What follows belongs to an exercise in optimizing a design on an open flow for small area and a short achievable clock period; a production flow would make more cautious choices. The RTL was checked by simulation tests, not by an equivalence proof against the original design.

File: flow/design.v
module Mul12_CS (
    input  [11:0] a,
    input  [11:0] b,
    output [23:0] x,
    output [23:0] y
);
    wire s1, c1, s2, c2, s3, c3, s4, c4, s5, c5, s6, c6, s7, c7, s8, c8;
    wire s9, c9, s10, c10, s11, c11, s12, c12, s13, c13, s14, c14, s15, c15, s16, c16;
    wire s17, c17, s18, c18, s19, c19, s20, c20, s21, c21, s22, c22, s23, c23, s24, c24;
    wire s25, c25, s26, c26, s27, c27, s28, c28, s29, c29, s30, c30, s31, c31, s32, c32;
    wire s33, c33, s34, c34, s35, c35, s36, c36, s37, c37, s38, c38, s39, c39, s40, c40;
    wire s41, c41, s42, c42, s43, c43, s44, c44, s45, c45, s46, c46, s47, c47, s48, c48;
    wire s49, c49, s50, c50, s51, c51, s52, c52, s53, c53, s54, c54, s55, c55, s56, c56;
    wire s57, c57, s58, c58, s59, c59, s60, c60, s61, c61, s62, c62, s63, c63, s64, c64;
    wire s65, c65, s66, c66, s67, c67, s68, c68, s69, c69, s70, c70, s71, c71, s72, c72;
    wire s73, c73, s74, c74, s75, c75, s76, c76, s77, c77, s78, c78, s79, c79, s80, c80;
    wire s81, c81, s82, c82, s83, c83, s84, c84, s85, c85, s86, c86, s87, c87, s88, c88;
    wire s89, c89, s90, c90, s91, c91, s92, c92, s93, c93, s94, c94, s95, c95, s96, c96;
    wire s97, c97, s98, c98, s99, c99, s100, c100, s101, c101, s102, c102, s103, c103, s104, c104;
    wire s105, c105, s106, c106, s107, c107, s108, c108, s109, c109, s110, c110;
    assign s1 = ~((~(a[0] & b[9])) ^ (~(a[1] & b[8])));
    assign c1 = (~(a[0] & b[9])) | (~(a[1] & b[8]));
    assign {c2, s2} = {1'b0, (~(a[0] & b[10]))} + {1'b0, (~(a[1] & b[9]))} + {1'b0, (~(a[2] & b[8]))};
    assign s3 = ~((~(a[3] & b[7])) ^ (~(a[4] & b[6])));
    assign c3 = (~(a[3] & b[7])) | (~(a[4] & b[6]));
    assign {c4, s4} = {1'b0, (~(a[0] & b[11]))} + {1'b0, (~(a[1] & b[10]))} + {1'b0, (~(a[2] & b[9]))};
    assign {c5, s5} = {1'b0, (~(a[3] & b[8]))} + {1'b0, (~(a[4] & b[7]))} + {1'b0, (~(a[5] & b[6]))};
    assign s6 = ~((~(a[6] & b[5])) ^ (~(a[7] & b[4])));
    assign c6 = (~(a[6] & b[5])) | (~(a[7] & b[4]));
    assign {c7, s7} = {1'b0, (~(a[1] & b[11]))} + {1'b0, (~(a[2] & b[10]))} + {1'b0, (~(a[3] & b[9]))};
    assign {c8, s8} = {1'b0, (~(a[4] & b[8]))} + {1'b0, (~(a[5] & b[7]))} + {1'b0, (~(a[6] & b[6]))};
    assign s9 = ~((~(a[7] & b[5])) ^ (~(a[8] & b[4])));
    assign c9 = (~(a[7] & b[5])) | (~(a[8] & b[4]));
    assign {c10, s10} = {1'b0, (~(a[2] & b[11]))} + {1'b0, (~(a[3] & b[10]))} + {1'b0, (~(a[4] & b[9]))};
    assign {c11, s11} = {1'b0, (~(a[5] & b[8]))} + {1'b0, (~(a[6] & b[7]))} + {1'b0, (~(a[7] & b[6]))};
    assign {c12, s12} = {1'b0, (~(a[3] & b[11]))} + {1'b0, (~(a[4] & b[10]))} + {1'b0, (~(a[5] & b[9]))};
    assign s13 = ~((~(a[0] & b[6])) ^ (~(a[1] & b[5])));
    assign c13 = (~(a[0] & b[6])) | (~(a[1] & b[5]));
    assign {c14, s14} = {1'b0, (~(a[0] & b[7]))} + {1'b0, (~(a[1] & b[6]))} + {1'b0, (~(a[2] & b[5]))};
    assign s15 = ~((~(a[3] & b[4])) ^ (~(a[4] & b[3])));
    assign c15 = (~(a[3] & b[4])) | (~(a[4] & b[3]));
    assign {c16, s16} = {1'b0, (~(a[0] & b[8]))} + {1'b0, (~(a[1] & b[7]))} + {1'b0, (~(a[2] & b[6]))};
    assign {c17, s17} = {1'b0, (~(a[3] & b[5]))} + {1'b0, (~(a[4] & b[4]))} + {1'b0, (~(a[5] & b[3]))};
    assign s18 = ~((~(a[6] & b[2])) ^ (~(a[7] & b[1])));
    assign c18 = (~(a[6] & b[2])) | (~(a[7] & b[1]));
    assign {c19, s19} = {1'b0, s1} + {1'b0, (~(a[2] & b[7]))} + {1'b0, (~(a[3] & b[6]))};
    assign {c20, s20} = {1'b0, (~(a[4] & b[5]))} + {1'b0, (~(a[5] & b[4]))} + {1'b0, (~(a[6] & b[3]))};
    assign {c21, s21} = {1'b0, (~(a[7] & b[2]))} + {1'b0, (~(a[8] & b[1]))} + {1'b0, (~(a[9] & b[0]))};
    assign {c22, s22} = {1'b0, s2} + {1'b0, s3} + {1'b0, (~(a[5] & b[5]))};
    assign {c23, s23} = {1'b0, (~(a[6] & b[4]))} + {1'b0, (~(a[7] & b[3]))} + {1'b0, (~(a[8] & b[2]))};
    assign {c24, s24} = {1'b0, (~(a[9] & b[1]))} + {1'b0, (~(a[10] & b[0]))} + {1'b0, c1};
    assign {c25, s25} = {1'b0, s4} + {1'b0, s5} + {1'b0, s6};
    assign {c26, s26} = {1'b0, (~(a[8] & b[3]))} + {1'b0, (~(a[9] & b[2]))} + {1'b0, (~(a[10] & b[1]))};
    assign {c27, s27} = {1'b0, (~(a[11] & b[0]))} + {1'b0, c2} + {1'b0, c3};
    assign {c28, s28} = {1'b0, s7} + {1'b0, s8} + {1'b0, s9};
    assign {c29, s29} = {1'b0, (~(a[9] & b[3]))} + {1'b0, (~(a[10] & b[2]))} + {1'b0, (~(a[11] & b[1]))};
    assign {c30, s30} = {1'b0, c4} + {1'b0, c5} + {1'b0, c6};
    assign {c31, s31} = {1'b0, s10} + {1'b0, s11} + {1'b0, (~(a[8] & b[5]))};
    assign {c32, s32} = {1'b0, (~(a[9] & b[4]))} + {1'b0, (~(a[10] & b[3]))} + {1'b0, (~(a[11] & b[2]))};
    assign {c33, s33} = {1'b0, c7} + {1'b0, c8} + {1'b0, c9};
    assign {c34, s34} = {1'b0, s12} + {1'b0, (~(a[6] & b[8]))} + {1'b0, (~(a[7] & b[7]))};
    assign {c35, s35} = {1'b0, (~(a[8] & b[6]))} + {1'b0, (~(a[9] & b[5]))} + {1'b0, (~(a[10] & b[4]))};
    assign {c36, s36} = {1'b0, (~(a[11] & b[3]))} + {1'b0, c10} + {1'b0, c11};
    assign {c37, s37} = {1'b0, (~(a[4] & b[11]))} + {1'b0, (~(a[5] & b[10]))} + {1'b0, (~(a[6] & b[9]))};
    assign {c38, s38} = {1'b0, (~(a[7] & b[8]))} + {1'b0, (~(a[8] & b[7]))} + {1'b0, (~(a[9] & b[6]))};
    assign {c39, s39} = {1'b0, (~(a[10] & b[5]))} + {1'b0, (~(a[11] & b[4]))} + {1'b0, c12};
    assign {c40, s40} = {1'b0, (~(a[5] & b[11]))} + {1'b0, (~(a[6] & b[10]))} + {1'b0, (~(a[7] & b[9]))};
    assign {c41, s41} = {1'b0, (~(a[8] & b[8]))} + {1'b0, (~(a[9] & b[7]))} + {1'b0, (~(a[10] & b[6]))};
    assign {c42, s42} = {1'b0, (~(a[6] & b[11]))} + {1'b0, (~(a[7] & b[10]))} + {1'b0, (~(a[8] & b[9]))};
    assign s43 = ~((~(a[0] & b[4])) ^ (~(a[1] & b[3])));
    assign c43 = (~(a[0] & b[4])) | (~(a[1] & b[3]));
    assign {c44, s44} = {1'b0, (~(a[0] & b[5]))} + {1'b0, (~(a[1] & b[4]))} + {1'b0, (~(a[2] & b[3]))};
    assign s45 = ~((~(a[3] & b[2])) ^ (~(a[4] & b[1])));
    assign c45 = (~(a[3] & b[2])) | (~(a[4] & b[1]));
    assign {c46, s46} = {1'b0, s13} + {1'b0, (~(a[2] & b[4]))} + {1'b0, (~(a[3] & b[3]))};
    assign {c47, s47} = {1'b0, (~(a[4] & b[2]))} + {1'b0, (~(a[5] & b[1]))} + {1'b0, (~(a[6] & b[0]))};
    assign {c48, s48} = {1'b0, s14} + {1'b0, s15} + {1'b0, (~(a[5] & b[2]))};
    assign {c49, s49} = {1'b0, (~(a[6] & b[1]))} + {1'b0, (~(a[7] & b[0]))} + {1'b0, c13};
    assign {c50, s50} = {1'b0, s16} + {1'b0, s17} + {1'b0, s18};
    assign {c51, s51} = {1'b0, (~(a[8] & b[0]))} + {1'b0, c14} + {1'b0, c15};
    assign {c52, s52} = {1'b0, s19} + {1'b0, s20} + {1'b0, s21};
    assign {c53, s53} = {1'b0, c16} + {1'b0, c17} + {1'b0, c18};
    assign {c54, s54} = {1'b0, s22} + {1'b0, s23} + {1'b0, s24};
    assign {c55, s55} = {1'b0, c19} + {1'b0, c20} + {1'b0, c21};
    assign {c56, s56} = {1'b0, s25} + {1'b0, s26} + {1'b0, s27};
    assign {c57, s57} = {1'b0, c22} + {1'b0, c23} + {1'b0, c24};
    assign {c58, s58} = {1'b0, s28} + {1'b0, s29} + {1'b0, s30};
    assign {c59, s59} = {1'b0, c25} + {1'b0, c26} + {1'b0, c27};
    assign {c60, s60} = {1'b0, s31} + {1'b0, s32} + {1'b0, s33};
    assign {c61, s61} = {1'b0, c28} + {1'b0, c29} + {1'b0, c30};
    assign {c62, s62} = {1'b0, s34} + {1'b0, s35} + {1'b0, s36};
    assign {c63, s63} = {1'b0, c31} + {1'b0, c32} + {1'b0, c33};
    assign {c64, s64} = {1'b0, s37} + {1'b0, s38} + {1'b0, s39};
    assign {c65, s65} = {1'b0, c34} + {1'b0, c35} + {1'b0, c36};
    assign {c66, s66} = {1'b0, s40} + {1'b0, s41} + {1'b0, (~(a[11] & b[5]))};
    assign {c67, s67} = {1'b0, c37} + {1'b0, c38} + {1'b0, c39};
    assign {c68, s68} = {1'b0, s42} + {1'b0, (~(a[9] & b[8]))} + {1'b0, (~(a[10] & b[7]))};
    assign {c69, s69} = {1'b0, (~(a[11] & b[6]))} + {1'b0, c40} + {1'b0, c41};
    assign {c70, s70} = {1'b0, (~(a[7] & b[11]))} + {1'b0, (~(a[8] & b[10]))} + {1'b0, (~(a[9] & b[9]))};
    assign {c71, s71} = {1'b0, (~(a[10] & b[8]))} + {1'b0, (~(a[11] & b[7]))} + {1'b0, c42};
    assign {c72, s72} = {1'b0, (~(a[8] & b[11]))} + {1'b0, (~(a[9] & b[10]))} + {1'b0, (~(a[10] & b[9]))};
    assign s73 = ~((~(a[0] & b[3])) ^ (~(a[1] & b[2])));
    assign c73 = (~(a[0] & b[3])) | (~(a[1] & b[2]));
    assign {c74, s74} = {1'b0, s43} + {1'b0, (~(a[2] & b[2]))} + {1'b0, (~(a[3] & b[1]))};
    assign {c75, s75} = {1'b0, s44} + {1'b0, s45} + {1'b0, (~(a[5] & b[0]))};
    assign {c76, s76} = {1'b0, s46} + {1'b0, s47} + {1'b0, c44};
    assign {c77, s77} = {1'b0, s48} + {1'b0, s49} + {1'b0, c46};
    assign {c78, s78} = {1'b0, s50} + {1'b0, s51} + {1'b0, c48};
    assign {c79, s79} = {1'b0, s52} + {1'b0, s53} + {1'b0, c50};
    assign {c80, s80} = {1'b0, s54} + {1'b0, s55} + {1'b0, c52};
    assign {c81, s81} = {1'b0, s56} + {1'b0, s57} + {1'b0, c54};
    assign {c82, s82} = {1'b0, s58} + {1'b0, s59} + {1'b0, c56};
    assign {c83, s83} = {1'b0, s60} + {1'b0, s61} + {1'b0, c58};
    assign {c84, s84} = {1'b0, s62} + {1'b0, s63} + {1'b0, c60};
    assign {c85, s85} = {1'b0, s64} + {1'b0, s65} + {1'b0, c62};
    assign {c86, s86} = {1'b0, s66} + {1'b0, s67} + {1'b0, c64};
    assign {c87, s87} = {1'b0, s68} + {1'b0, s69} + {1'b0, c66};
    assign {c88, s88} = {1'b0, s70} + {1'b0, s71} + {1'b0, c68};
    assign {c89, s89} = {1'b0, s72} + {1'b0, (~(a[11] & b[8]))} + {1'b0, c70};
    assign {c90, s90} = {1'b0, (~(a[9] & b[11]))} + {1'b0, (~(a[10] & b[10]))} + {1'b0, (~(a[11] & b[9]))};
    assign s91 = ~((~(a[0] & b[2])) ^ (~(a[1] & b[1])));
    assign c91 = (~(a[0] & b[2])) | (~(a[1] & b[1]));
    assign {c92, s92} = {1'b0, s73} + {1'b0, (~(a[2] & b[1]))} + {1'b0, (~(a[3] & b[0]))};
    assign {c93, s93} = {1'b0, s74} + {1'b0, (~(a[4] & b[0]))} + {1'b0, c73};
    assign {c94, s94} = {1'b0, s75} + {1'b0, c43} + {1'b0, c74};
    assign {c95, s95} = {1'b0, s76} + {1'b0, c45} + {1'b0, c75};
    assign {c96, s96} = {1'b0, s77} + {1'b0, c47} + {1'b0, c76};
    assign {c97, s97} = {1'b0, s78} + {1'b0, c49} + {1'b0, c77};
    assign {c98, s98} = {1'b0, s79} + {1'b0, c51} + {1'b0, c78};
    assign {c99, s99} = {1'b0, s80} + {1'b0, c53} + {1'b0, c79};
    assign {c100, s100} = {1'b0, s81} + {1'b0, c55} + {1'b0, c80};
    assign {c101, s101} = {1'b0, s82} + {1'b0, c57} + {1'b0, c81};
    assign {c102, s102} = {1'b0, s83} + {1'b0, c59} + {1'b0, c82};
    assign {c103, s103} = {1'b0, s84} + {1'b0, c61} + {1'b0, c83};
    assign {c104, s104} = {1'b0, s85} + {1'b0, c63} + {1'b0, c84};
    assign {c105, s105} = {1'b0, s86} + {1'b0, c65} + {1'b0, c85};
    assign {c106, s106} = {1'b0, s87} + {1'b0, c67} + {1'b0, c86};
    assign {c107, s107} = {1'b0, s88} + {1'b0, c69} + {1'b0, c87};
    assign {c108, s108} = {1'b0, s89} + {1'b0, c71} + {1'b0, c88};
    assign {c109, s109} = {1'b0, s90} + {1'b0, c72} + {1'b0, c89};
    assign {c110, s110} = {1'b0, (~(a[10] & b[11]))} + {1'b0, (~(a[11] & b[10]))} + {1'b0, c90};
    assign x = ~{1'b1, (~(a[11] & b[11])), s110, s109, s108, s107, s106, s105, s104, s103, s102, s101, s100, s99, s98, s97, s96, s95, s94, s93, s92, s91, (~(a[0] & b[1])), (~(a[0] & b[0]))};
    assign y = ~{1'b1, c110, c109, c108, c107, c106, c105, c104, c103, c102, c101, c100, c99, c98, c97, c96, c95, c94, c93, c92, c91, (~(a[2] & b[0])), (~(a[1] & b[0])), 1'b1};
endmodule
module Tab_P11 (input [3:0] h, output [12:0] t);
    assign t[0] = (~h[3] & ~h[2] & ~h[1] & ~h[0]) | (~h[3] & ~h[2] & ~h[1] & h[0]) | (~h[3] & ~h[2] & h[1] & h[0]) | (~h[3] & h[2] & ~h[1] & ~h[0]) | (~h[3] & h[2] & h[1] & h[0]) | (h[3] & ~h[2] & h[1] & ~h[0]) | (h[3] & ~h[2] & h[1] & h[0]) | (h[3] & h[2] & ~h[1] & h[0]) | (h[3] & h[2] & h[1] & ~h[0]);
    assign t[1] = (~h[3] & ~h[2] & h[1] & h[0]) | (~h[3] & h[2] & ~h[1] & ~h[0]) | (~h[3] & h[2] & ~h[1] & h[0]) | (~h[3] & h[2] & h[1] & ~h[0]) | (h[3] & ~h[2] & h[1] & ~h[0]) | (h[3] & ~h[2] & h[1] & h[0]) | (h[3] & h[2] & ~h[1] & ~h[0]);
    assign t[2] = (~h[3] & ~h[2] & h[1] & h[0]) | (~h[3] & h[2] & ~h[1] & ~h[0]) | (~h[3] & h[2] & ~h[1] & h[0]) | (~h[3] & h[2] & h[1] & ~h[0]) | (~h[3] & h[2] & h[1] & h[0]) | (h[3] & ~h[2] & ~h[1] & ~h[0]) | (h[3] & ~h[2] & ~h[1] & h[0]);
    assign t[3] = (~h[3] & ~h[2] & h[1] & h[0]) | (~h[3] & h[2] & ~h[1] & ~h[0]) | (~h[3] & h[2] & ~h[1] & h[0]) | (~h[3] & h[2] & h[1] & ~h[0]) | (~h[3] & h[2] & h[1] & h[0]) | (h[3] & ~h[2] & ~h[1] & ~h[0]) | (h[3] & ~h[2] & ~h[1] & h[0]) | (h[3] & ~h[2] & h[1] & ~h[0]) | (h[3] & ~h[2] & h[1] & h[0]) | (h[3] & h[2] & ~h[1] & ~h[0]) | (h[3] & h[2] & ~h[1] & h[0]) | (h[3] & h[2] & h[1] & ~h[0]) | (h[3] & h[2] & h[1] & h[0]);
    assign t[4] = (~h[3] & ~h[2] & h[1] & h[0]) | (~h[3] & h[2] & ~h[1] & ~h[0]) | (~h[3] & h[2] & ~h[1] & h[0]) | (~h[3] & h[2] & h[1] & ~h[0]) | (~h[3] & h[2] & h[1] & h[0]) | (h[3] & ~h[2] & ~h[1] & ~h[0]) | (h[3] & ~h[2] & ~h[1] & h[0]) | (h[3] & ~h[2] & h[1] & ~h[0]) | (h[3] & ~h[2] & h[1] & h[0]) | (h[3] & h[2] & ~h[1] & ~h[0]) | (h[3] & h[2] & ~h[1] & h[0]) | (h[3] & h[2] & h[1] & ~h[0]) | (h[3] & h[2] & h[1] & h[0]);
    assign t[5] = (~h[3] & ~h[2] & h[1] & h[0]) | (~h[3] & h[2] & ~h[1] & ~h[0]) | (~h[3] & h[2] & ~h[1] & h[0]) | (~h[3] & h[2] & h[1] & ~h[0]) | (~h[3] & h[2] & h[1] & h[0]) | (h[3] & ~h[2] & ~h[1] & ~h[0]) | (h[3] & ~h[2] & ~h[1] & h[0]) | (h[3] & ~h[2] & h[1] & ~h[0]) | (h[3] & ~h[2] & h[1] & h[0]) | (h[3] & h[2] & ~h[1] & ~h[0]) | (h[3] & h[2] & ~h[1] & h[0]) | (h[3] & h[2] & h[1] & ~h[0]) | (h[3] & h[2] & h[1] & h[0]);
    assign t[6] = (~h[3] & ~h[2] & h[1] & h[0]) | (~h[3] & h[2] & ~h[1] & ~h[0]) | (~h[3] & h[2] & ~h[1] & h[0]) | (~h[3] & h[2] & h[1] & ~h[0]) | (~h[3] & h[2] & h[1] & h[0]) | (h[3] & ~h[2] & ~h[1] & ~h[0]) | (h[3] & ~h[2] & ~h[1] & h[0]) | (h[3] & ~h[2] & h[1] & ~h[0]) | (h[3] & ~h[2] & h[1] & h[0]) | (h[3] & h[2] & ~h[1] & ~h[0]) | (h[3] & h[2] & ~h[1] & h[0]) | (h[3] & h[2] & h[1] & ~h[0]) | (h[3] & h[2] & h[1] & h[0]);
    assign t[7] = (~h[3] & ~h[2] & h[1] & h[0]) | (~h[3] & h[2] & ~h[1] & ~h[0]) | (~h[3] & h[2] & ~h[1] & h[0]) | (~h[3] & h[2] & h[1] & ~h[0]) | (~h[3] & h[2] & h[1] & h[0]) | (h[3] & ~h[2] & ~h[1] & ~h[0]) | (h[3] & ~h[2] & ~h[1] & h[0]) | (h[3] & ~h[2] & h[1] & ~h[0]) | (h[3] & ~h[2] & h[1] & h[0]) | (h[3] & h[2] & ~h[1] & ~h[0]) | (h[3] & h[2] & ~h[1] & h[0]) | (h[3] & h[2] & h[1] & ~h[0]) | (h[3] & h[2] & h[1] & h[0]);
    assign t[8] = (~h[3] & ~h[2] & ~h[1] & ~h[0]) | (~h[3] & ~h[2] & ~h[1] & h[0]) | (~h[3] & h[2] & ~h[1] & h[0]) | (~h[3] & h[2] & h[1] & ~h[0]) | (h[3] & ~h[2] & ~h[1] & ~h[0]) | (h[3] & ~h[2] & ~h[1] & h[0]) | (h[3] & h[2] & ~h[1] & ~h[0]) | (h[3] & h[2] & h[1] & h[0]);
    assign t[9] = (~h[3] & ~h[2] & h[1] & h[0]) | (~h[3] & h[2] & ~h[1] & ~h[0]) | (h[3] & ~h[2] & ~h[1] & ~h[0]) | (h[3] & ~h[2] & ~h[1] & h[0]) | (h[3] & ~h[2] & h[1] & ~h[0]) | (h[3] & ~h[2] & h[1] & h[0]) | (h[3] & h[2] & h[1] & h[0]);
    assign t[10] = (~h[3] & ~h[2] & ~h[1] & ~h[0]) | (~h[3] & ~h[2] & ~h[1] & h[0]) | (~h[3] & h[2] & ~h[1] & h[0]) | (~h[3] & h[2] & h[1] & ~h[0]) | (h[3] & ~h[2] & h[1] & ~h[0]) | (h[3] & ~h[2] & h[1] & h[0]) | (h[3] & h[2] & ~h[1] & h[0]) | (h[3] & h[2] & h[1] & ~h[0]) | (h[3] & h[2] & h[1] & h[0]);
    assign t[11] = (~h[3] & ~h[2] & ~h[1] & ~h[0]) | (~h[3] & ~h[2] & h[1] & h[0]) | (~h[3] & h[2] & ~h[1] & h[0]) | (h[3] & ~h[2] & ~h[1] & ~h[0]) | (h[3] & ~h[2] & h[1] & ~h[0]) | (h[3] & h[2] & ~h[1] & h[0]) | (h[3] & h[2] & h[1] & h[0]);
    assign t[12] = (~h[3] & ~h[2] & ~h[1] & h[0]) | (~h[3] & ~h[2] & h[1] & ~h[0]) | (~h[3] & h[2] & ~h[1] & ~h[0]) | (~h[3] & h[2] & h[1] & ~h[0]) | (~h[3] & h[2] & h[1] & h[0]) | (h[3] & ~h[2] & ~h[1] & h[0]) | (h[3] & ~h[2] & h[1] & h[0]) | (h[3] & h[2] & ~h[1] & ~h[0]) | (h[3] & h[2] & h[1] & ~h[0]);
endmodule
module Tab_P15 (input [3:0] h, output [12:0] t);
    assign t[0] = (~h[3] & ~h[2] & ~h[1] & ~h[0]) | (~h[3] & ~h[2] & ~h[1] & h[0]) | (~h[3] & ~h[2] & h[1] & ~h[0]) | (~h[3] & ~h[2] & h[1] & h[0]) | (~h[3] & h[2] & ~h[1] & ~h[0]) | (h[3] & ~h[2] & h[1] & h[0]) | (h[3] & h[2] & ~h[1] & ~h[0]) | (h[3] & h[2] & ~h[1] & h[0]) | (h[3] & h[2] & h[1] & ~h[0]) | (h[3] & h[2] & h[1] & h[0]);
    assign t[1] = (~h[3] & ~h[2] & ~h[1] & h[0]) | (~h[3] & ~h[2] & h[1] & h[0]) | (~h[3] & h[2] & h[1] & ~h[0]) | (h[3] & ~h[2] & ~h[1] & ~h[0]) | (h[3] & ~h[2] & h[1] & ~h[0]) | (h[3] & h[2] & ~h[1] & ~h[0]) | (h[3] & h[2] & h[1] & ~h[0]);
    assign t[2] = (~h[3] & ~h[2] & ~h[1] & h[0]) | (~h[3] & ~h[2] & h[1] & ~h[0]) | (~h[3] & h[2] & h[1] & ~h[0]) | (~h[3] & h[2] & h[1] & h[0]) | (h[3] & ~h[2] & h[1] & ~h[0]) | (h[3] & ~h[2] & h[1] & h[0]) | (h[3] & h[2] & h[1] & ~h[0]) | (h[3] & h[2] & h[1] & h[0]);
    assign t[3] = (~h[3] & ~h[2] & h[1] & ~h[0]) | (~h[3] & h[2] & ~h[1] & ~h[0]) | (~h[3] & h[2] & h[1] & h[0]) | (h[3] & ~h[2] & ~h[1] & h[0]) | (h[3] & ~h[2] & h[1] & ~h[0]) | (h[3] & h[2] & ~h[1] & ~h[0]) | (h[3] & h[2] & h[1] & h[0]);
    assign t[4] = (~h[3] & ~h[2] & ~h[1] & h[0]) | (~h[3] & h[2] & ~h[1] & ~h[0]) | (~h[3] & h[2] & ~h[1] & h[0]) | (~h[3] & h[2] & h[1] & h[0]) | (h[3] & ~h[2] & ~h[1] & ~h[0]) | (h[3] & ~h[2] & h[1] & ~h[0]) | (h[3] & ~h[2] & h[1] & h[0]) | (h[3] & h[2] & h[1] & ~h[0]);
    assign t[5] = (~h[3] & ~h[2] & ~h[1] & h[0]) | (~h[3] & ~h[2] & h[1] & ~h[0]) | (~h[3] & ~h[2] & h[1] & h[0]) | (~h[3] & h[2] & h[1] & h[0]) | (h[3] & ~h[2] & ~h[1] & ~h[0]) | (h[3] & ~h[2] & ~h[1] & h[0]) | (h[3] & h[2] & h[1] & ~h[0]) | (h[3] & h[2] & h[1] & h[0]);
    assign t[6] = (~h[3] & ~h[2] & ~h[1] & h[0]) | (~h[3] & ~h[2] & h[1] & ~h[0]) | (~h[3] & ~h[2] & h[1] & h[0]) | (~h[3] & h[2] & ~h[1] & ~h[0]) | (~h[3] & h[2] & ~h[1] & h[0]) | (~h[3] & h[2] & h[1] & ~h[0]) | (h[3] & h[2] & h[1] & ~h[0]) | (h[3] & h[2] & h[1] & h[0]);
    assign t[7] = (~h[3] & ~h[2] & ~h[1] & h[0]) | (~h[3] & ~h[2] & h[1] & ~h[0]) | (~h[3] & ~h[2] & h[1] & h[0]) | (~h[3] & h[2] & ~h[1] & ~h[0]) | (~h[3] & h[2] & ~h[1] & h[0]) | (~h[3] & h[2] & h[1] & ~h[0]) | (~h[3] & h[2] & h[1] & h[0]) | (h[3] & ~h[2] & ~h[1] & ~h[0]) | (h[3] & ~h[2] & ~h[1] & h[0]) | (h[3] & ~h[2] & h[1] & ~h[0]) | (h[3] & ~h[2] & h[1] & h[0]) | (h[3] & h[2] & ~h[1] & ~h[0]) | (h[3] & h[2] & ~h[1] & h[0]);
    assign t[8] = (~h[3] & ~h[2] & ~h[1] & ~h[0]) | (~h[3] & h[2] & ~h[1] & h[0]) | (~h[3] & h[2] & h[1] & ~h[0]) | (~h[3] & h[2] & h[1] & h[0]) | (h[3] & ~h[2] & ~h[1] & ~h[0]) | (h[3] & ~h[2] & ~h[1] & h[0]) | (h[3] & ~h[2] & h[1] & ~h[0]);
    assign t[9] = (~h[3] & ~h[2] & ~h[1] & h[0]) | (~h[3] & ~h[2] & h[1] & h[0]) | (~h[3] & h[2] & ~h[1] & h[0]) | (~h[3] & h[2] & h[1] & h[0]) | (h[3] & ~h[2] & ~h[1] & h[0]) | (h[3] & h[2] & ~h[1] & ~h[0]) | (h[3] & h[2] & h[1] & ~h[0]);
    assign t[10] = (~h[3] & ~h[2] & ~h[1] & ~h[0]) | (~h[3] & ~h[2] & h[1] & h[0]) | (~h[3] & h[2] & ~h[1] & ~h[0]) | (~h[3] & h[2] & ~h[1] & h[0]) | (~h[3] & h[2] & h[1] & ~h[0]) | (h[3] & ~h[2] & ~h[1] & h[0]) | (h[3] & ~h[2] & h[1] & ~h[0]) | (h[3] & h[2] & ~h[1] & ~h[0]) | (h[3] & h[2] & ~h[1] & h[0]);
    assign t[11] = (~h[3] & ~h[2] & ~h[1] & ~h[0]) | (~h[3] & ~h[2] & ~h[1] & h[0]) | (~h[3] & ~h[2] & h[1] & ~h[0]) | (~h[3] & h[2] & ~h[1] & h[0]) | (~h[3] & h[2] & h[1] & ~h[0]) | (~h[3] & h[2] & h[1] & h[0]) | (h[3] & ~h[2] & ~h[1] & ~h[0]) | (h[3] & h[2] & ~h[1] & ~h[0]) | (h[3] & h[2] & ~h[1] & h[0]) | (h[3] & h[2] & h[1] & ~h[0]) | (h[3] & h[2] & h[1] & h[0]);
    assign t[12] = (h[3] & ~h[2] & h[1] & h[0]);
endmodule
module Tab_P19 (input [4:0] h, output [13:0] t);
    assign t[0] = (~h[4] & ~h[3] & ~h[2] & ~h[1] & ~h[0]) | (~h[4] & ~h[3] & ~h[2] & h[1] & h[0]) | (~h[4] & ~h[3] & h[2] & ~h[1] & ~h[0]) | (~h[4] & ~h[3] & h[2] & h[1] & h[0]) | (~h[4] & h[3] & ~h[2] & ~h[1] & ~h[0]) | (~h[4] & h[3] & ~h[2] & h[1] & h[0]) | (~h[4] & h[3] & h[2] & ~h[1] & ~h[0]) | (~h[4] & h[3] & h[2] & h[1] & h[0]) | (h[4] & ~h[3] & ~h[2] & ~h[1] & ~h[0]) | (h[4] & ~h[3] & ~h[2] & h[1] & h[0]) | (h[4] & ~h[3] & h[2] & ~h[1] & ~h[0]) | (h[4] & ~h[3] & h[2] & h[1] & ~h[0]) | (h[4] & ~h[3] & h[2] & h[1] & h[0]) | (h[4] & h[3] & ~h[2] & h[1] & ~h[0]) | (h[4] & h[3] & ~h[2] & h[1] & h[0]) | (h[4] & h[3] & h[2] & h[1] & ~h[0]) | (h[4] & h[3] & h[2] & h[1] & h[0]);
    assign t[1] = (~h[4] & ~h[3] & ~h[2] & ~h[1] & ~h[0]) | (~h[4] & ~h[3] & ~h[2] & ~h[1] & h[0]) | (~h[4] & ~h[3] & ~h[2] & h[1] & h[0]) | (~h[4] & ~h[3] & h[2] & h[1] & ~h[0]) | (~h[4] & h[3] & ~h[2] & ~h[1] & ~h[0]) | (~h[4] & h[3] & ~h[2] & ~h[1] & h[0]) | (~h[4] & h[3] & ~h[2] & h[1] & h[0]) | (~h[4] & h[3] & h[2] & h[1] & ~h[0]) | (h[4] & ~h[3] & ~h[2] & ~h[1] & ~h[0]) | (h[4] & ~h[3] & ~h[2] & ~h[1] & h[0]) | (h[4] & ~h[3] & ~h[2] & h[1] & h[0]) | (h[4] & ~h[3] & h[2] & h[1] & ~h[0]) | (h[4] & h[3] & ~h[2] & ~h[1] & h[0]) | (h[4] & h[3] & ~h[2] & h[1] & h[0]) | (h[4] & h[3] & h[2] & ~h[1] & ~h[0]) | (h[4] & h[3] & h[2] & h[1] & ~h[0]);
    assign t[2] = (~h[4] & ~h[3] & ~h[2] & ~h[1] & ~h[0]) | (~h[4] & ~h[3] & ~h[2] & h[1] & ~h[0]) | (~h[4] & ~h[3] & ~h[2] & h[1] & h[0]) | (~h[4] & ~h[3] & h[2] & ~h[1] & h[0]) | (~h[4] & ~h[3] & h[2] & h[1] & ~h[0]) | (~h[4] & h[3] & ~h[2] & ~h[1] & h[0]) | (~h[4] & h[3] & h[2] & ~h[1] & ~h[0]) | (~h[4] & h[3] & h[2] & h[1] & h[0]) | (h[4] & ~h[3] & ~h[2] & ~h[1] & ~h[0]) | (h[4] & ~h[3] & ~h[2] & h[1] & ~h[0]) | (h[4] & ~h[3] & ~h[2] & h[1] & h[0]) | (h[4] & ~h[3] & h[2] & ~h[1] & h[0]) | (h[4] & ~h[3] & h[2] & h[1] & ~h[0]) | (h[4] & h[3] & ~h[2] & ~h[1] & ~h[0]) | (h[4] & h[3] & ~h[2] & ~h[1] & h[0]) | (h[4] & h[3] & h[2] & ~h[1] & ~h[0]) | (h[4] & h[3] & h[2] & h[1] & h[0]);
    assign t[3] = (~h[4] & ~h[3] & ~h[2] & ~h[1] & ~h[0]) | (~h[4] & ~h[3] & h[2] & ~h[1] & ~h[0]) | (~h[4] & ~h[3] & h[2] & ~h[1] & h[0]) | (~h[4] & ~h[3] & h[2] & h[1] & ~h[0]) | (~h[4] & h[3] & ~h[2] & h[1] & ~h[0]) | (~h[4] & h[3] & ~h[2] & h[1] & h[0]) | (~h[4] & h[3] & h[2] & ~h[1] & ~h[0]) | (h[4] & ~h[3] & ~h[2] & ~h[1] & h[0]) | (h[4] & ~h[3] & ~h[2] & h[1] & ~h[0]) | (h[4] & ~h[3] & ~h[2] & h[1] & h[0]) | (h[4] & ~h[3] & h[2] & h[1] & h[0]) | (h[4] & h[3] & ~h[2] & ~h[1] & ~h[0]) | (h[4] & h[3] & ~h[2] & ~h[1] & h[0]) | (h[4] & h[3] & h[2] & ~h[1] & h[0]) | (h[4] & h[3] & h[2] & h[1] & ~h[0]) | (h[4] & h[3] & h[2] & h[1] & h[0]);
    assign t[4] = (~h[4] & ~h[3] & ~h[2] & ~h[1] & ~h[0]) | (~h[4] & ~h[3] & h[2] & h[1] & h[0]) | (~h[4] & h[3] & ~h[2] & ~h[1] & ~h[0]) | (~h[4] & h[3] & ~h[2] & ~h[1] & h[0]) | (~h[4] & h[3] & ~h[2] & h[1] & ~h[0]) | (~h[4] & h[3] & ~h[2] & h[1] & h[0]) | (~h[4] & h[3] & h[2] & ~h[1] & ~h[0]) | (h[4] & ~h[3] & h[2] & ~h[1] & ~h[0]) | (h[4] & ~h[3] & h[2] & ~h[1] & h[0]) | (h[4] & ~h[3] & h[2] & h[1] & ~h[0]) | (h[4] & ~h[3] & h[2] & h[1] & h[0]) | (h[4] & h[3] & ~h[2] & ~h[1] & ~h[0]) | (h[4] & h[3] & ~h[2] & ~h[1] & h[0]);
    assign t[5] = (~h[4] & ~h[3] & ~h[2] & ~h[1] & ~h[0]) | (~h[4] & ~h[3] & ~h[2] & ~h[1] & h[0]) | (~h[4] & ~h[3] & ~h[2] & h[1] & h[0]) | (~h[4] & ~h[3] & h[2] & ~h[1] & h[0]) | (~h[4] & ~h[3] & h[2] & h[1] & h[0]) | (~h[4] & h[3] & ~h[2] & ~h[1] & h[0]) | (~h[4] & h[3] & ~h[2] & h[1] & h[0]) | (~h[4] & h[3] & h[2] & h[1] & ~h[0]) | (h[4] & ~h[3] & ~h[2] & ~h[1] & ~h[0]) | (h[4] & ~h[3] & ~h[2] & h[1] & ~h[0]) | (h[4] & ~h[3] & h[2] & ~h[1] & ~h[0]) | (h[4] & ~h[3] & h[2] & h[1] & ~h[0]) | (h[4] & h[3] & ~h[2] & ~h[1] & ~h[0]) | (h[4] & h[3] & ~h[2] & h[1] & h[0]) | (h[4] & h[3] & h[2] & ~h[1] & h[0]) | (h[4] & h[3] & h[2] & h[1] & h[0]);
    assign t[6] = (~h[4] & ~h[3] & ~h[2] & ~h[1] & ~h[0]) | (~h[4] & ~h[3] & ~h[2] & ~h[1] & h[0]) | (~h[4] & ~h[3] & ~h[2] & h[1] & ~h[0]) | (~h[4] & ~h[3] & h[2] & ~h[1] & h[0]) | (~h[4] & ~h[3] & h[2] & h[1] & ~h[0]) | (~h[4] & h[3] & ~h[2] & ~h[1] & h[0]) | (~h[4] & h[3] & ~h[2] & h[1] & ~h[0]) | (~h[4] & h[3] & h[2] & h[1] & ~h[0]) | (~h[4] & h[3] & h[2] & h[1] & h[0]) | (h[4] & ~h[3] & ~h[2] & h[1] & ~h[0]) | (h[4] & ~h[3] & ~h[2] & h[1] & h[0]) | (h[4] & ~h[3] & h[2] & h[1] & ~h[0]) | (h[4] & ~h[3] & h[2] & h[1] & h[0]) | (h[4] & h[3] & ~h[2] & h[1] & h[0]) | (h[4] & h[3] & h[2] & ~h[1] & ~h[0]) | (h[4] & h[3] & h[2] & h[1] & h[0]);
    assign t[7] = (~h[4] & ~h[3] & ~h[2] & ~h[1] & ~h[0]) | (~h[4] & ~h[3] & ~h[2] & h[1] & ~h[0]) | (~h[4] & ~h[3] & h[2] & ~h[1] & ~h[0]) | (~h[4] & ~h[3] & h[2] & ~h[1] & h[0]) | (~h[4] & ~h[3] & h[2] & h[1] & h[0]) | (~h[4] & h[3] & ~h[2] & h[1] & ~h[0]) | (~h[4] & h[3] & h[2] & ~h[1] & ~h[0]) | (~h[4] & h[3] & h[2] & h[1] & h[0]) | (h[4] & ~h[3] & ~h[2] & ~h[1] & h[0]) | (h[4] & ~h[3] & ~h[2] & h[1] & ~h[0]) | (h[4] & ~h[3] & h[2] & ~h[1] & ~h[0]) | (h[4] & ~h[3] & h[2] & h[1] & h[0]) | (h[4] & h[3] & ~h[2] & ~h[1] & h[0]) | (h[4] & h[3] & h[2] & ~h[1] & ~h[0]) | (h[4] & h[3] & h[2] & h[1] & ~h[0]) | (h[4] & h[3] & h[2] & h[1] & h[0]);
    assign t[8] = (~h[4] & ~h[3] & ~h[2] & ~h[1] & h[0]) | (~h[4] & ~h[3] & ~h[2] & h[1] & h[0]) | (~h[4] & h[3] & ~h[2] & h[1] & ~h[0]) | (~h[4] & h[3] & h[2] & ~h[1] & ~h[0]) | (~h[4] & h[3] & h[2] & h[1] & ~h[0]) | (~h[4] & h[3] & h[2] & h[1] & h[0]) | (h[4] & ~h[3] & ~h[2] & ~h[1] & ~h[0]) | (h[4] & ~h[3] & ~h[2] & ~h[1] & h[0]) | (h[4] & ~h[3] & ~h[2] & h[1] & h[0]) | (h[4] & ~h[3] & h[2] & ~h[1] & h[0]) | (h[4] & ~h[3] & h[2] & h[1] & ~h[0]) | (h[4] & h[3] & ~h[2] & ~h[1] & ~h[0]) | (h[4] & h[3] & ~h[2] & h[1] & ~h[0]) | (h[4] & h[3] & h[2] & h[1] & h[0]);
    assign t[9] = (~h[4] & ~h[3] & ~h[2] & ~h[1] & ~h[0]) | (~h[4] & ~h[3] & ~h[2] & h[1] & ~h[0]) | (~h[4] & ~h[3] & h[2] & ~h[1] & ~h[0]) | (~h[4] & ~h[3] & h[2] & h[1] & ~h[0]) | (~h[4] & h[3] & ~h[2] & ~h[1] & ~h[0]) | (~h[4] & h[3] & h[2] & h[1] & h[0]) | (h[4] & ~h[3] & ~h[2] & ~h[1] & h[0]) | (h[4] & ~h[3] & ~h[2] & h[1] & h[0]) | (h[4] & ~h[3] & h[2] & ~h[1] & h[0]) | (h[4] & ~h[3] & h[2] & h[1] & h[0]) | (h[4] & h[3] & ~h[2] & ~h[1] & h[0]) | (h[4] & h[3] & ~h[2] & h[1] & h[0]) | (h[4] & h[3] & h[2] & ~h[1] & h[0]);
    assign t[10] = (~h[4] & h[3] & h[2] & h[1] & h[0]) | (h[4] & ~h[3] & ~h[2] & ~h[1] & h[0]) | (h[4] & ~h[3] & ~h[2] & h[1] & h[0]) | (h[4] & ~h[3] & h[2] & ~h[1] & h[0]) | (h[4] & ~h[3] & h[2] & h[1] & ~h[0]) | (h[4] & ~h[3] & h[2] & h[1] & h[0]) | (h[4] & h[3] & ~h[2] & ~h[1] & ~h[0]) | (h[4] & h[3] & ~h[2] & ~h[1] & h[0]) | (h[4] & h[3] & ~h[2] & h[1] & ~h[0]) | (h[4] & h[3] & ~h[2] & h[1] & h[0]) | (h[4] & h[3] & h[2] & ~h[1] & ~h[0]) | (h[4] & h[3] & h[2] & ~h[1] & h[0]) | (h[4] & h[3] & h[2] & h[1] & ~h[0]) | (h[4] & h[3] & h[2] & h[1] & h[0]);
    assign t[11] = (~h[4] & ~h[3] & ~h[2] & ~h[1] & h[0]) | (~h[4] & ~h[3] & ~h[2] & h[1] & h[0]) | (~h[4] & ~h[3] & h[2] & ~h[1] & h[0]) | (~h[4] & ~h[3] & h[2] & h[1] & h[0]) | (~h[4] & h[3] & ~h[2] & ~h[1] & h[0]) | (~h[4] & h[3] & ~h[2] & h[1] & h[0]) | (~h[4] & h[3] & h[2] & ~h[1] & h[0]) | (h[4] & ~h[3] & h[2] & h[1] & ~h[0]) | (h[4] & h[3] & ~h[2] & ~h[1] & ~h[0]) | (h[4] & h[3] & ~h[2] & h[1] & ~h[0]) | (h[4] & h[3] & h[2] & ~h[1] & ~h[0]) | (h[4] & h[3] & h[2] & h[1] & ~h[0]);
    assign t[12] = (~h[4] & ~h[3] & ~h[2] & ~h[1] & ~h[0]) | (~h[4] & ~h[3] & ~h[2] & ~h[1] & h[0]) | (~h[4] & ~h[3] & ~h[2] & h[1] & ~h[0]) | (~h[4] & ~h[3] & ~h[2] & h[1] & h[0]) | (~h[4] & ~h[3] & h[2] & ~h[1] & ~h[0]) | (~h[4] & ~h[3] & h[2] & ~h[1] & h[0]) | (~h[4] & ~h[3] & h[2] & h[1] & ~h[0]) | (~h[4] & ~h[3] & h[2] & h[1] & h[0]) | (~h[4] & h[3] & ~h[2] & ~h[1] & ~h[0]) | (~h[4] & h[3] & ~h[2] & ~h[1] & h[0]) | (~h[4] & h[3] & ~h[2] & h[1] & ~h[0]) | (~h[4] & h[3] & ~h[2] & h[1] & h[0]) | (~h[4] & h[3] & h[2] & ~h[1] & ~h[0]) | (~h[4] & h[3] & h[2] & ~h[1] & h[0]) | (~h[4] & h[3] & h[2] & h[1] & ~h[0]) | (~h[4] & h[3] & h[2] & h[1] & h[0]) | (h[4] & ~h[3] & ~h[2] & ~h[1] & ~h[0]) | (h[4] & ~h[3] & ~h[2] & ~h[1] & h[0]) | (h[4] & ~h[3] & ~h[2] & h[1] & ~h[0]) | (h[4] & ~h[3] & ~h[2] & h[1] & h[0]) | (h[4] & ~h[3] & h[2] & ~h[1] & ~h[0]) | (h[4] & ~h[3] & h[2] & ~h[1] & h[0]) | (h[4] & ~h[3] & h[2] & h[1] & ~h[0]) | (h[4] & ~h[3] & h[2] & h[1] & h[0]) | (h[4] & h[3] & ~h[2] & ~h[1] & ~h[0]) | (h[4] & h[3] & ~h[2] & ~h[1] & h[0]) | (h[4] & h[3] & ~h[2] & h[1] & ~h[0]) | (h[4] & h[3] & ~h[2] & h[1] & h[0]) | (h[4] & h[3] & h[2] & ~h[1] & ~h[0]) | (h[4] & h[3] & h[2] & ~h[1] & h[0]) | (h[4] & h[3] & h[2] & h[1] & ~h[0]) | (h[4] & h[3] & h[2] & h[1] & h[0]);
    assign t[13] = (~h[4] & ~h[3] & ~h[2] & ~h[1] & ~h[0]) | (~h[4] & ~h[3] & ~h[2] & ~h[1] & h[0]) | (~h[4] & ~h[3] & ~h[2] & h[1] & ~h[0]) | (~h[4] & ~h[3] & ~h[2] & h[1] & h[0]) | (~h[4] & ~h[3] & h[2] & ~h[1] & ~h[0]) | (~h[4] & ~h[3] & h[2] & ~h[1] & h[0]) | (~h[4] & ~h[3] & h[2] & h[1] & ~h[0]) | (~h[4] & ~h[3] & h[2] & h[1] & h[0]) | (~h[4] & h[3] & ~h[2] & ~h[1] & ~h[0]) | (~h[4] & h[3] & ~h[2] & ~h[1] & h[0]) | (~h[4] & h[3] & ~h[2] & h[1] & ~h[0]) | (~h[4] & h[3] & ~h[2] & h[1] & h[0]) | (~h[4] & h[3] & h[2] & ~h[1] & ~h[0]) | (~h[4] & h[3] & h[2] & ~h[1] & h[0]) | (~h[4] & h[3] & h[2] & h[1] & ~h[0]) | (~h[4] & h[3] & h[2] & h[1] & h[0]) | (h[4] & ~h[3] & ~h[2] & ~h[1] & ~h[0]) | (h[4] & ~h[3] & ~h[2] & ~h[1] & h[0]) | (h[4] & ~h[3] & ~h[2] & h[1] & ~h[0]) | (h[4] & ~h[3] & ~h[2] & h[1] & h[0]) | (h[4] & ~h[3] & h[2] & ~h[1] & ~h[0]) | (h[4] & ~h[3] & h[2] & ~h[1] & h[0]) | (h[4] & ~h[3] & h[2] & h[1] & ~h[0]) | (h[4] & ~h[3] & h[2] & h[1] & h[0]) | (h[4] & h[3] & ~h[2] & ~h[1] & ~h[0]) | (h[4] & h[3] & ~h[2] & ~h[1] & h[0]) | (h[4] & h[3] & ~h[2] & h[1] & ~h[0]) | (h[4] & h[3] & ~h[2] & h[1] & h[0]) | (h[4] & h[3] & h[2] & ~h[1] & ~h[0]) | (h[4] & h[3] & h[2] & ~h[1] & h[0]) | (h[4] & h[3] & h[2] & h[1] & ~h[0]) | (h[4] & h[3] & h[2] & h[1] & h[0]);
endmodule
module CSA #(parameter W = 8) (
    input  [W-1:0] a,
    input  [W-1:0] b,
    input  [W-1:0] c,
    output [W-1:0] s,
    output [W-1:0] y       
);
    wire [W-1:0] maj;
    genvar i;
    generate
        for (i = 0; i < W; i = i + 1) begin : bit_
            assign {maj[i], s[i]} = {1'b0, a[i]} + {1'b0, b[i]} + {1'b0, c[i]};
        end
    endgenerate
    assign y = {maj[W-2:0], 1'b0};
endmodule
module Butterfly_Unit (
    input clk,
    input reset,
    input [1:0] operation,   
    input valid_in,
    input [11:0] a_in,
    input [11:0] b_in,
    input [11:0] zeta,
    output reg [11:0] a_out,
    output reg [11:0] b_out,
    output reg valid_out
);
    localparam [12:0] Q = 13'd3329;
    wire        intt0 = operation[0];
    wire        zero0 = operation[1];
    wire [12:0] d0    = {1'b0, a_in} - {1'b0, b_in};
    wire [12:0] ds0, dc0;
    CSA #(13) csa_d (.a({1'b0, a_in}), .b({1'b1, ~b_in}), .c(13'd3330), .s(ds0), .y(dc0));
    wire [12:0] dq0   = ds0 + dc0;                                   
    wire [11:0] m0    = !intt0 ? b_in : (d0[12] ? dq0[11:0] : d0[11:0]);
    wire [12:0] s0    = {1'b0, a_in & {12{~zero0}}} + {1'b0, b_in & {12{intt0 & ~zero0}}};
    reg [11:0] m1, z1;
    reg [12:0] s1;
    reg        op1;
    reg        v1;
    always @(posedge clk) begin
        m1  <= m0;
        s1  <= s0;
        z1  <= zeta & {12{~zero0}};
        op1 <= intt0;
    end
    wire [23:0] px1, py1;
    Mul12_CS mul (.a(z1), .b(m1), .x(px1), .y(py1));
    reg [23:0] px2, py2;
    reg [12:0] s2;
    reg        op2;
    reg        v2;
    always @(posedge clk) begin
        px2 <= px1;
        py2 <= py1;
        s2  <= s1;
        op2 <= op1;
    end
    wire [12:0] h2 = px2[23:11] + py2[23:11];
    wire [12:0] t0, t1;
    wire [13:0] t2;
    Tab_P11 tab0 (.h(h2[3:0]),  .t(t0));
    Tab_P15 tab1 (.h(h2[7:4]),  .t(t1));
    Tab_P19 tab2 (.h(h2[12:8]), .t(t2));
    wire [13:0] sa, ca, sb, cb, sc, cc;
    CSA #(14) csa_a (.a({3'b000, px2[10:0]}), .b({3'b000, py2[10:0]}), .c({1'b0, t0}), .s(sa), .y(ca));
    CSA #(14) csa_b (.a(sa), .b(ca), .c({1'b0, t1}), .s(sb), .y(cb));
    CSA #(14) csa_c (.a(sb), .b(cb), .c(t2), .s(sc), .y(cc));
    reg [13:0] xs3, xc3;
    reg [12:0] s3;
    reg        op3;
    reg        v3;
    always @(posedge clk) begin
        xs3 <= sc;
        xc3 <= cc;
        s3  <= s2;
        op3 <= op2;
    end
    wire [13:0] x3  = xs3 + xc3;
    wire        ge1 = x3 >= 14'd3329;
    wire        ge2 = x3 >= 14'd6658;
    wire        ge3 = x3 >= 14'd9987;
    wire [11:0] x31 = x3[11:0] + 12'd767;
    wire [11:0] x32 = x3[11:0] + 12'd1534;
    wire [11:0] x33 = x3[11:0] + 12'd2301;
    wire [11:0] r3  = ge3 ? x33 : ge2 ? x32 : ge1 ? x31 : x3[11:0];
    reg [11:0] r4;
    reg [12:0] s4;
    reg        op4;
    reg        v4;
    always @(posedge clk) begin
        r4  <= r3;
        s4  <= s3;
        op4 <= op3;
    end
    wire [11:0] rn4 = r4 & {12{~op4}};
    wire [12:0] t4  = s4 + {1'b0, rn4};                            
    wire        tg4 = t4 >= 13'd3329;
    wire [11:0] tm4 = t4[11:0] + 12'd767;
    wire [11:0] ao4 = tg4 ? tm4 : t4[11:0];
    wire [12:0] u4  = {1'b0, s4[11:0]} - {1'b0, r4};
    wire [11:0] uq4 = u4[11:0] + 12'd3329;
    wire [11:0] bo4 = op4 ? r4 : (u4[12] ? uq4 : u4[11:0]);
    always @(posedge clk) begin
        a_out <= ao4;
        b_out <= bo4;
    end
    always @(posedge clk) begin
        if (reset) begin
            v1 <= 1'b0; v2 <= 1'b0; v3 <= 1'b0; v4 <= 1'b0; valid_out <= 1'b0;
        end else begin
            v1 <= valid_in; v2 <= v1; v3 <= v2; v4 <= v3; valid_out <= v4;
        end
    end
endmodule
File: flow/flow/run.sh
#!/bin/bash
# The standard layout (standard.sh), except that the buffers buffer_ports puts on
# every input and output port are sky130_fd_sc_hd__buf_2 cells instead of its default pick.
# ORFS writes each step's log under orfs/logs/; standard.sh's own output goes to standard.log.
set -euo pipefail
export BUFFER_PORTS_ARGS="-buffer_cell sky130_fd_sc_hd__buf_2"
bash standard.sh finish > standard.log 2>&1
File: flow/standard.sh
#!/bin/bash
# synth_recipe.tcl (not shown) runs the flow's synth.tcl, then flattens the netlist and writes it again
# the make line also repeats each setting of config.mk as NAME=value (left out here)
make -C /OpenROAD-flow-scripts/flow DESIGN_CONFIG=/design/flow/config.mk WORK_HOME=/design/flow/orfs CLKGATE_MAP_FILE= SYNTH_SCRIPT=/design/flow/synth_recipe.tcl "${@:-finish}"
File: flow/config.mk
export PLATFORM = sky130hd
export DESIGN_NAME = Butterfly_Unit
export DESIGN_NICKNAME = Butterfly_Unit
export VERILOG_FILES = /design/flow/design.v
export SDC_FILE = /design/flow/constraint.sdc
export NUM_CORES = 4
export LEC_CHECK = 0
export CAP_MARGIN = 20
export CELL_PAD_IN_SITES_DETAIL_PLACEMENT = 0
export CELL_PAD_IN_SITES_GLOBAL_PLACEMENT = 0
export CORE_MARGIN = 2
export CORE_UTILIZATION = 55
export CTS_BUF_LIST = sky130_fd_sc_hd__clkbuf_4 sky130_fd_sc_hd__clkbuf_8 sky130_fd_sc_hd__clkbuf_16
export SETUP_SLACK_MARGIN = 2.85
export SLEW_MARGIN = 20
export TNS_END_PERCENT = 0
File: flow/constraint.sdc
create_clock -name core_clock -period 6.5 [get_ports {clk}]
set_input_delay 1.3000 -clock core_clock [delete_from_list [all_inputs] [get_ports {clk}]]
set_output_delay 1.3000 -clock core_clock [all_outputs]
set_load 0.01 [all_outputs]
==> results of run 1 <==
[layout make-up]
| class | count | area share (%) |
|---|---|---|
| Sequential cell | 193 | 23.6 |
| Inverter | 157 | 3.63 |
| Timing Repair Buffer | 104 | 3.95 |
| Clock inverter | 15 | 1.38 |
| Multi-Input combinational cell | 1154 | 62.3 |
| Clock buffer | 17 | 2.60 |
| Tap cell | 335 | 2.56 |
[sequential cells by signal (all words and copies together) (netlist names), 12 cells and up]
| register | count |
|---|---|
| a_out | 12 |
| b_out | 12 |
| m1 | 12 |
| px2 | 23 |
| py2 | 22 |
| r4 | 12 |
| s1 | 13 |
| s2 | 13 |
| s3 | 13 |
| s4 | 13 |
| xc3 | 13 |
| xs3 | 14 |
| z1 | 12 |
[worst reg2reg max path, stage by stage (launching register included)]
cell and delay (ps):
dfxtp_1 310, ha_1 220, fa_2 390, a21o_1 210, a21oi_4 140, nor2_1 60, o21a_1 210, nor2_4 180
xor2_2 80, buf_4 170, nand2_1 100, o22ai_1 90, or2_2 330, fa_1 470, fa_1 540, inv_1 40
[logic make-up (layout without fill, tap and decap cells)]
logic type               Yosys count  count (layout)  synth area share [%]
AO/OA/AOI/OAI                    323             323                  14.5
XOR/XNOR                         100             100                  6.10
adder cells (fa/ha/maj)          258             258                  29.9
buffers and inverters            208             293                  5.44
flip-flops                       193             193                  26.7
multiplexers                      12              12                 0.847
other                              1               1                0.0259
AND/OR/NAND/NOR                  460             460                  16.6
[cells in the mapped netlist, drive strengths merged, types with 3 or more instances]
library cell,count
a211o,8
a211oi,18
a21boi,7
a21o,14
a21oi,91
a31o,5
a31oi,15
and2,140
and3,10
buf,4
clkbuf,47
dfxtp,193
fa,146
ha,112
inv,157
mux2i,10
nand2,92
nand2b,12
nand3,11
nand3b,4
nand4,4
nor2,104
nor2b,28
nor3,27
nor4,6
o2111ai,3
o211ai,15
o21a,17
o21ai,66
o21ba,3
o21bai,13
o221ai,4
o22ai,11
o311ai,8
o31ai,4
o41ai,3
or2,6
or3,6
or4,3
xnor2,64
xor2,36
[through the flow]
step                      cells  utilization, %
after floorplan            1555               -
after global placement     1906            57.9
after detailed placement   1907            57.9
after CTS                  1948            61.3
after global routing       1975            62.9
final                      1975            62.9
[per-layer routing]
layer | track usage [%] | vias to the layer above | share of wire, %
met5 | 0 | - | 0
met4 | 5.28 | 0 | 1.1
met3 | 3.38 | 30 | 3.7
met2 | 39.0 | 225 | 48
met1 | 31.6 | 5233 | 47
li1 | - | 5322 | -
[repair_timing]
item / 4_1_cts / 5_1_grt
pin swaps: 7 / 35
resized for setup: 30 / 57
gates cloned: 0 / 1
endpoints found under the setup margin: 58 / 67
buffers inserted: 9 / 26
hold buffers: 0 / 0
[how the worst max path moves through the flow]
stage                            start  endpoint  slack [ps]  depth (start not counted)
after floorplan                a_in[0]     m1[1]        2780                         14
after global placement    operation[0]    s1[11]        2090                         14
after detailed placement  operation[0]    s1[11]        1980                         14
after CTS                      a_in[0]    m1[11]        2780                         15
after global routing           px2[11]    xs3[2]        2730                         16
final                          px2[11]    xs3[5]        2880                         15
==> reports/summary.txt, run 1 <==
Mapped Area = 14500 um^2
Reg-to-Reg End = xs3[5]
maximum fanout along the worst path = 8
# diodes = 0
setup_tns = 0 ps
Die ar. = 27600 um^2
vias in the first global route = 10500
Place WS = 1980 ps
largest net degree at the start of global routing = 37
WP data required = 6850 ps
flop-to-flop setup slack = 2880 ps
Worst Skew = 17.9 ps
Port Buffers = 65
ys flop type = dfxtp_1
syn_area_per_cell = 9.31 um^2
max_slew headroom = 49.0%
dpl cell area = 15100 um^2
Clock Path Buffers = 2
RSZ-0062 raised after global routing = true
grt ovf = 0
setup ws final = 2880 ps
Root Driver = clkbuf_16
CTS Sinks = 193
number of CTS-inserted buffers = 17
Final Hold Vio Count = 0
synthesis-to-layout area growth = 13.0%
Tmin final = 3620 ps
Setup-failing EPs final = 0
final routed DRC violation total = 0
Setup Crit Path Kind = flip-flop to flip-flop
period utilisation layout = 55.6%
Post-synth ARST share = 0%
layout cell share with drive strength beyond 1 = 13.5%
IO Pins = 66
Post-synth EDFFs = 0
CTS HTree Levels = 4
Pre-antenna DRT Iters = 8
worst path cell trace = ha_1, fa_2, a21o_1, a21oi_4, nor2_1, o21a_1, nor2_4, xor2_2, buf_4, nand2_1, o22ai_1, or2_2, fa_1, fa_1, inv_1
#FFs+latches synth = 193
Avg WL per Cell = 16.3 um
status = timing/DRC/antenna clean
worst path bufs/invs = 2
min-delay src = s2[4]
Core Box Area = 26000 um^2
Final Wtd Congestion = 0.896
Core Rows = 59
leading cell types in the layout, fill and taps excluded = dfxtp_1, inv_1, fa_1
Initial Util = 55.7%
Vias = 10800
max cap viols = 0
R2R depth = 15
Clock transition at path regs = 80 ps
Die H = 166 um
vias per cell = 5.47
Worst R2R Start = px2[11]
Slowest-stage cell, CP = fa_1
post-synth cell types = 70
placed wire-length estimate = 24.7 mm
DRT iter0 DRCs = 565
most common cell after layout, fill and taps aside = dfxtp_1
synthesized instance count = 1555
top post-synthesis cells by area = dfxtp_1, fa_1, ha_1, and2_1, inv_1
Worst Hold Path Cells = 0
crit-path max cell delay = 540 ps
Total GRT Usage = 23.1%
fill cell count = 2243
Worst-Margin Slew = 759 ps
design area = 16400 um^2
register area = 3860 um^2
initial antenna violation count = 0
Critical Path End Type = flip-flop
die width = 166 um
sequential share of the synthesized area = 26.7%
Clk Latency, worst-skew pair = 450 ps
CTS tree = built
Routed Antenna Nets = 0
CP Data Arrival Time = 3960 ps
Synth area leader = dfxtp_1
multi-input gate area in the final layout = 10200 um^2
global-route wire length before repair = 52.0 mm
hold_ws = 327 ps
Slew Viols, Final = 0
drt total wl = 32.2 mm
CP delay by family, top = adder cells
area share of the largest cell type after synthesis = 26.7%
fmax = 277 MHz
cell repeated most along the worst path = fa_1
Syn. warnings = 1
Hold Path Class = flip-flop to flip-flop
final net count = 1926
crit start category = flip-flop
WHS Endpoint = s3[4]
syn nets = 1854
==> run 2: changes to the inputs <==
--- a/flow/config.mk
+++ b/flow/config.mk
@@ -9,8 +9,7 @@
 export CELL_PAD_IN_SITES_DETAIL_PLACEMENT = 0
 export CELL_PAD_IN_SITES_GLOBAL_PLACEMENT = 0
 export CORE_MARGIN = 2
-export CORE_UTILIZATION = 55
-export CTS_BUF_LIST = sky130_fd_sc_hd__clkbuf_4 sky130_fd_sc_hd__clkbuf_8 sky130_fd_sc_hd__clkbuf_16
-export SETUP_SLACK_MARGIN = 2.85
+export CORE_UTILIZATION = 50
+export SETUP_SLACK_MARGIN = 2.95
 export SLEW_MARGIN = 20
 export TNS_END_PERCENT = 0
==> reports/summary.txt, run 2 <==
Clk Latency, worst-skew pair = 450 ps (about the same)
synthesis-to-layout area growth = 12.9% (about the same)
placed wire-length estimate = 24.5 mm (-1.1%)
CTS tree = built
drt total wl = 31.4 mm (-2.7%)
sequential share of the synthesized area = 26.7% (unchanged)
fmax = 277 MHz (+0.23%)
most numerous cell in the Yosys netlist = dfxtp_1
Clock Path Buffers = 2 (unchanged)
leading cell types in the layout, fill and taps excluded = dfxtp_1, inv_1, fa_1
flop-to-flop setup slack = 2890 ps (about the same)
Mapped Area = 14500 um^2 (unchanged)
max_slew headroom = 54.2% (+5.2 points)
largest net degree at the start of global routing = 37 (unchanged)
global-route wire length before repair = 53.1 mm (+2.2%)
final net count = 1913 (-0.67%)
Critical Path End Type = flip-flop
IO Pins = 66 (unchanged)
Tmin final = 3610 ps (-8.31 ps)
top post-synthesis cells by area = dfxtp_1, fa_1, ha_1, and2_1, inv_1
vias in the first global route = 10800 (+2.8%)
grt ovf = 0 (unchanged)
Core Rows = 62 (+5.1%)
number of CTS-inserted buffers = 17 (unchanged)
post-synth cell types = 70 (unchanged)
Hold Path Class = flip-flop to flip-flop
Vias = 10600 (-1.6%)
Post-synth EDFFs = 0 (unchanged)
Post-synth ARST share = 0% (unchanged)
#FFs+latches synth = 193 (unchanged)
commonest cells in the netlist = dfxtp_1, inv_1, fa_1, and2_1, ha_1
initial antenna violation count = 0 (unchanged)
status = timing/DRC/antenna clean
max cap viols = 0 (unchanged)
DRT iter0 DRCs = 606 (+7.3%)
syn nets = 1854 (unchanged)
Total GRT Usage = 21.8% (-1.3 points)
setup_tns = 0 ps (unchanged)
Initial Util = 50.6% (-5.1 points)
die width = 174 um (+4.8%)
setup ws final = 2890 ps (+8.31 ps)
CTS Sinks = 193 (unchanged)
Clock transition at path regs = 80 ps (about the same)
multi-input gate area in the final layout = 10200 um^2 (+0.44%)
register area = 3870 um^2 (about the same)
Worst-Margin Slew = 682 ps (-77.3 ps)
placed instance count = 1955 (+2.5%)
# diodes = 0 (unchanged)
Final Hold Vio Count = 0 (unchanged)
vias per cell = 5.29 (-3.4%)
CP Data Arrival Time = 3920 ps (-40 ps)
final routed DRC violation total = 0 (unchanged)
Synth area leader = dfxtp_1
ys flop type = dfxtp_1
layout cell share with drive strength beyond 1 = 13.1% (-0.38 points)
WP data required = 6820 ps (-30 ps)
Final Wtd Congestion = 0.870 (-2.8%)
fill cell count = 2551 (+14%)
period utilisation layout = 55.5% (-0.13 points)
Worst Skew = 14.1 ps (-3.84 ps)
most common cell after layout, fill and taps aside = dfxtp_1
CTS HTree Levels = 4 (unchanged)
Port Buffers = 65 (unchanged)
biggest regs = px2: 23 flops, py2: 22 flops, xs3: 14 flops
maximum fanout along the worst path = 7 (-1)
Routed Antenna Nets = 0 (unchanged)
final std cells w/o fill = 2011 (+1.8%)
synthesized instance count = 1555 (unchanged)
Setup-failing EPs final = 0 (unchanged)
syn_area_per_cell = 9.31 um^2 (unchanged)
Die ar. = 30300 um^2 (+9.7%)
Syn. warnings = 1 (unchanged)
Setup Crit Path Kind = flip-flop to flip-flop
Core Box Area = 28600 um^2 (+10%)
crit start category = flip-flop
RSZ-0062 raised after global routing = true
Largest register FFs = 23 (unchanged)
Slew Viols, Final = 0 (unchanged)
Pre-antenna DRT Iters = 5 (-3)
CTS Hold Buffers Added = 0 (unchanged)
Avg WL per Cell = 15.6 um (-4.5%)
Root Driver = clkbuf_16
Die H = 174 um (+4.8%)
area share of the largest cell type after synthesis = 26.7% (unchanged)
Place WS = 2130 ps (+154 ps)
Top reg by flops = px2
## run 2: layout make-up
type                            instances  area share (%)
Multi-Input combinational cell       1154            62.6
Sequential cell                       193            23.7
Inverter                              157            3.63
Timing Repair Buffer                   91            3.33
Tap cell                              384            2.94
Clock buffer                           17            2.60
Clock inverter                         15            1.25
## run 2: critical path, stage by stage, from the launching register on
cell and delay (ps):
dfxtp_1 310, ha_2 190, fa_2 430, a21o_1 230, a21oi_4 170, nor2_1 60, o21a_2 240, nor2_4 170
xnor2_2 160, nand2_1 140, a21oi_1 80, or2_2 320, fa_1 490, fa_1 490
## run 2: final timing paths
kind                               from  cells after the start  endpoint
worst min-delay path              s1[5]                      0     s2[5]
worst min register to register    s1[5]                      0     s2[5]
worst max-delay path            px2[11]                     13    xs3[1]
worst max register to register  px2[11]                     13    xs3[1]
## run 2: through the flow
step           area [um^2]  utilization (%)  hold WS [ps]
2_1_floorplan        14500                -           310
3_3_place_gp         15200             52.9           310
3_5_place_dp         15200             52.9           312
4_1_cts              16000             56.0           322
5_1_grt              16300             57.1           320
6_report             16300             57.1           321
## run 2: layer usage
metal,up-vias,share of wire [%],routed length [um],global-route usage (%)
met5,-,0,0,0
met4,0,1.5,476,5.71
met3,31,4.5,1400,3.96
met2,234,46,14300,34.9
met1,5067,48,15100,30.4
li1,5304,-,-,-
## run 2: cell families after synthesis
kind of cell / count (synthesis) / share of synthesized area, %
simple gates: 460 / 16.6
fa+ha+maj: 258 / 29.9
flops: 193 / 26.7
mux: 12 / 0.847
buf+inv: 208 / 5.44
compound gates: 323 / 14.5
other cells: 1 / 0.0259
xor+xnor: 100 / 6.10
## run 2: repair_timing
action                                  in CTS  in global routing
endpoints found under the setup margin      58                 76
gates cloned                                 0                  0
pin swaps                                    7                 26
resized for setup                           33                 47
setup buffers                                9                 15

-- separate check: timing with driven ports --
No port has a modelled driver above. Below, the same layouts with a new extraction and two added sets of constraints.
Step 1 assumes that a clkbuf_16 drives the clock port and a buf_2 every other input.
Step 2 adds t to the input delays and takes it off the output delays; t is the mean of the earliest and latest rising clock arrival at the registers after step 1. Input paths then give back, and output paths get back, about the clock's delay inside the block.
a / b / c = no drivers / after step 1 / after step 2; a / b = the first two.
run	t, ns	setup WS [ns]	hold WS [ns]	worst data-port slew with drivers (ns)	cell pins on the clock port's net
run 1	0.486	2.884 / 2.884 / 2.430	0.327 / 0.327 / 0.327	0.05	1
run 2	0.489	2.893 / 2.893 / 2.510	0.321 / 0.321 / 0.321	0.04	1
After both steps every run listed still meets setup and hold. The setup slack of run 1, which loses most, moves by 0.000 ns with the drivers and by -0.454 ns with both steps.
